Context: an optimization exercise on an open-source flow, tuned for small area, a short achievable clock period and few clock cycles. The choices shown serve that exercise and are no tape-out recipe. Function was checked by simulation only, so behaviour that the tests miss may differ from the original. No activity file was given, so power comes from the tool's default toggle rates.

## v6
==> flow/design.v (excerpt) <==
module Controller_module (
    input working_clock,
    input reset_machine,
    input controller_change_mode,
    input key_valid,
    input [3:0]key_code,
    output key_ack,
    output reg out_valid,
    output reg out_device,
    output reg [7:0]out_char,
    output editing,
    output halted
    );
    localparam [3:0] S_PAS = 4'b1000, S_CEO = 4'b1001, S_OUP = 4'b1010, S_INP = 4'b1011,
                     S_ADD = 4'b1100, S_SUB = 4'b1101, S_ZER = 4'b1110,
                     S_MOL = 4'b0100, S_MOR = 4'b0101, S_LOL = 4'b0010, S_LOR = 4'b0011,
                     S_END = 4'b0000;
    localparam [2:0] M_EDIT = 3'd0, M_RUN = 3'd1, M_HALT = 3'd2,
                     M_FSCAN = 3'd3, M_BSCAN = 3'd4, M_LOAD0 = 3'd5, M_LOAD1 = 3'd6;
    localparam [2:0] O_ID = 3'd0, O_INC = 3'd1, O_DEC = 3'd2, O_ZER = 3'd3, O_KEY = 3'd4;
    localparam [1:0] K_NOP = 2'd0, K_OPS = 2'd1, K_END = 2'd3;
    reg [2:0] mode;
    wire run = (mode == M_RUN);
    reg [3:0] bank0 [0:31];
    reg [3:0] bank1 [0:31];
    reg [3:0] bank2 [0:31];
    reg [3:0] bank3 [0:31];   
    reg [6:0] cursor;
    reg [6:0] hw;             
    reg [3:0] kreg;           
    reg kv;
    reg [3:0] ksym;
    always @(*) begin
        case (kreg)
        4'h0: ksym = S_ZER;
        4'h1: ksym = S_INP;
        4'h2: ksym = S_OUP;
  ...
clock: 6.0 ns
lec_check: 0
abc_area: 1
abc_clock_period_in_ps: 3000
cap_margin: 20
core_margin: 2
core_utilization: 40
cts_buf_list: sky130_fd_sc_hd__clkbuf_8
cts_cluster_size: 20
setup_slack_margin: 1.0
slew_margin: 20
run.sh (not shown) runs the stock make flow with config.mk's settings and CLKGATE_MAP_FILE= SYNTH_SCRIPT=/design/flow/synth_recipe.tcl, a recipe that flattens the netlist after the stock synthesis.
Testbench counts of v6, summed over its fixed seeds: cycles 24,921.
Changes in v7 relative to v6:
--- a/flow/design.v
+++ b/flow/design.v
@@ -281,20 +281,19 @@
                     ({8{t2}} & pr[1][7:0]) | ({8{t3}} & pr[1][15:8]);
     wire nbeq = (tm2 && pr[31][7:0] == u_bneg) || (tm1 && pr[31][15:8] == u_bneg) ||
                 (t0 && pr[0][7:0] == u_bneg) || (t1 && pr[0][15:8] == u_bneg) ||
                 (t2 && pr[1][7:0] == u_bneg) || (t3 && pr[1][15:8] == u_bneg);
     wire [7:0] v0 = apply(u_a, cur);
     wire [7:0] vb = apply(u_b, nb);
     wire [7:0] vc = apply(u_c, cur);
     wire [7:0] v1 = moved ? vb : vc;
     wire zb = (u_b[5:4] == 2'd0) ? nbeq : (u_b[5:4] == 2'd2) ? (key8 == u_bneg) : (u_bneg == 8'd0);
-    wire zc = (u_c[5:4] == 2'd0) ? (h ? pr[0][15:8] == u_cneg : pr[0][7:0] == u_cneg) :
-              (u_c[5:4] == 2'd2) ? (key8 == u_cneg) : (u_cneg == 8'd0);
+    wire zc = (u_c[5:4] == 2'd0) ? (cur == u_cneg) : (u_c[5:4] == 2'd2) ? (key8 == u_cneg) : (u_cneg == 8'd0);
     wire z1 = moved ? zb : zc;
     wire e_lol = active && u_lol;    
     wire e_push = go && u_lol && !z1;
     wire e_skip = go && u_lol && z1;
     wire e_miss = go && u_br && u_pred && z1;        
     wire e_taken = go && u_br && u_pred && !z1;
     wire e_xok = go && u_br && u_pex && z1;          
     wire e_xmiss = go && u_br && u_pex && !z1;       
     wire e_pop_u = go && u_br && !u_pred && !u_pex && z1;
@@ -309,26 +308,18 @@
     wire [7:0] rem_top = top1 ? rem0 : rem1;
     wire last = !e_lol && (e_tbr ? (rem_top == 8'd2) : (rem_top == 8'd1));
     wire f_pt = has_r && has_top && !last;
     wire f_pex = has_r && has_top && last;
     wire [38:0] cur_top = (d == 7'd1) ? s0 : s1;
     wire [4:0] cur_top_ri = (d == 7'd1) ? s0_ri : s1_ri;
     wire [38:0] top_eff = e_lol ? qs_cur : top1 ? s0 : s1;
     wire [4:0] top_ri = e_lol ? g2 : top1 ? s0_ri : s1_ri;
     wire [6:0] pc_m2 = pc - 7'd2;
-    wire [47:0] st_norm = f_pt ? {top_eff, 4'b0001 << top_eff[33:32], top_ri}
-                               : {qs_seq, nxh, ri_seq};
-    wire [47:0] st_z = u_lol ? {qs_cur, oh, pc[6:2]} :
-                       (u_br && u_pred) ? {ft, 4'b0001 << ft[33:32], ft_ri} : st_norm;
-    wire [47:0] st_nz = (u_br && u_pex) ? {cur_top, 4'b0001 << cur_top[33:32], cur_top_ri} :
-                        (u_br && !u_pred && !u_pex) ? {qs_cur, oh, pc_m2[6:2]} : st_norm;
-    wire [1:0] uk_z = (u_lol || (u_br && u_pred)) ? K_NOP : f_kind;
-    wire [1:0] uk_nz = (u_br && !u_pred) ? K_NOP : f_kind;
     wire [6:0] sp_p1 = sp + 7'd1, sp_m1 = sp - 7'd1;
     reg [3:0] sw;             
     always @(*) begin
         case (sp[1:0])
         2'd0: sw = gr0;
         2'd1: sw = gr1;
         2'd2: sw = gr2;
         default: sw = gr3;
         endcase
@@ -402,30 +393,52 @@
                 g <= 5'd0;
                 o <= 2'd0;
                 oh <= 4'b0001;
                 if (controller_change_mode) begin
                     mode <= M_RUN;
                     ri <= 5'd2;
                 end
             end
             M_RUN: begin
-                if (go || !stall) {g, o, q, oh, ri} <= go ? (z1 ? st_z : st_nz) : st_norm;
-                if (go || !stall) u_kind <= go ? (z1 ? uk_z : uk_nz) : f_kind;
                 if (e_end) mode <= M_HALT;
-                if (e_skip) begin
+                else if (e_skip) begin
                     mode <= M_FSCAN;
                     cnt <= 7'd0;
                     sp <= pc;
-                end
-                if (e_back) begin
+                    ri <= pc[6:2];
+                    u_kind <= K_NOP;
+                end else if (e_back) begin
                     mode <= M_BSCAN;
                     cnt <= 7'd0;
                     sp <= pc - 7'd2;
+                    ri <= pc_m2[6:2];
+                    u_kind <= K_NOP;
+                end else if (e_miss) begin
+                    {g, o, q} <= ft;
+                    oh <= 4'b0001 << ft[33:32];
+                    ri <= ft_ri;
+                    u_kind <= K_NOP;
+                end else if (e_xmiss) begin
+                    {g, o, q} <= cur_top;
+                    oh <= 4'b0001 << cur_top[33:32];
+                    ri <= cur_top_ri;
+                    u_kind <= K_NOP;
+                end else if (!stall) begin
+                    u_kind <= f_kind;
+                    if (f_pt) begin
+                        {g, o, q} <= top_eff;
+                        oh <= 4'b0001 << top_eff[33:32];
+                        ri <= top_ri;
+                    end else begin
+                        {g, o, q} <= qs_seq;
+                        oh <= nxh;
+                        ri <= ri_seq;
+                    end
                 end
             end
             M_FSCAN: begin
                 sp <= sp + 7'd1;
                 ri <= sp_p1[6:2];
                 if (is_lol(sw)) cnt <= cnt + 7'd1;
                 if (is_lor(sw)) begin
                     cnt <= cnt - 7'd1;
                     if (cnt == 7'd0) mode <= M_LOAD0;
==> comparison <==
- v6 -> v7: worst voltage drop across the vdd grid decreased by more than a quarter
- Compared with v6, in v7 number of multi-input combinational cells fell 110, routing usage on met3 saw little to no change, area of combinational cells with multiple inputs shrank by 320 um2, fraction of power spent switching nets +0.57 points.
- v7 against v6: worst hold slack closely matched the old numbers; register clock-pin slew on the reported worst setup and hold paths closely matched the old numbers.
Testbench counts of v7, summed over its fixed seeds: cycles 24,921.

## what the ideal ports hide
The results above use ideal ports. As a check the final layouts listed here were re-extracted and re-timed, cells and wires unchanged. Step 1 (the two cells are an assumption about what drives the block):
set clk [get_ports {working_clock}]
set_driving_cell -lib_cell sky130_fd_sc_hd__clkbuf_16 $clk
set_driving_cell -lib_cell sky130_fd_sc_hd__buf_2 [delete_from_list [all_inputs] $clk]
Step 2 also shifts input and output timing later by t, the mid clock arrival at the registers, as if the neighbouring blocks saw the same clock. a / b / c = no drivers / after step 1 / after step 2; a / b = the first two.
| run | shift t [ns] | setup WS [ns] | clock arrival spread, ns | worst register clock-pin slew, ns | cell pins on the clock port's net |
|---|---|---|---|---|---|
| v6 | 0.997 | 1.191 / 1.191 / 0.678 | 0.104 / 0.103 | 0.07 / 0.07 | 1 |
| v7 | 0.990 | 1.236 / 1.236 / 0.664 | 0.085 / 0.084 | 0.07 / 0.07 | 1 |
After both steps setup and hold are still met in every run listed. The setup slack of v7, which loses most, moves by 0.000 ns with the drivers and by -0.572 ns with both steps.
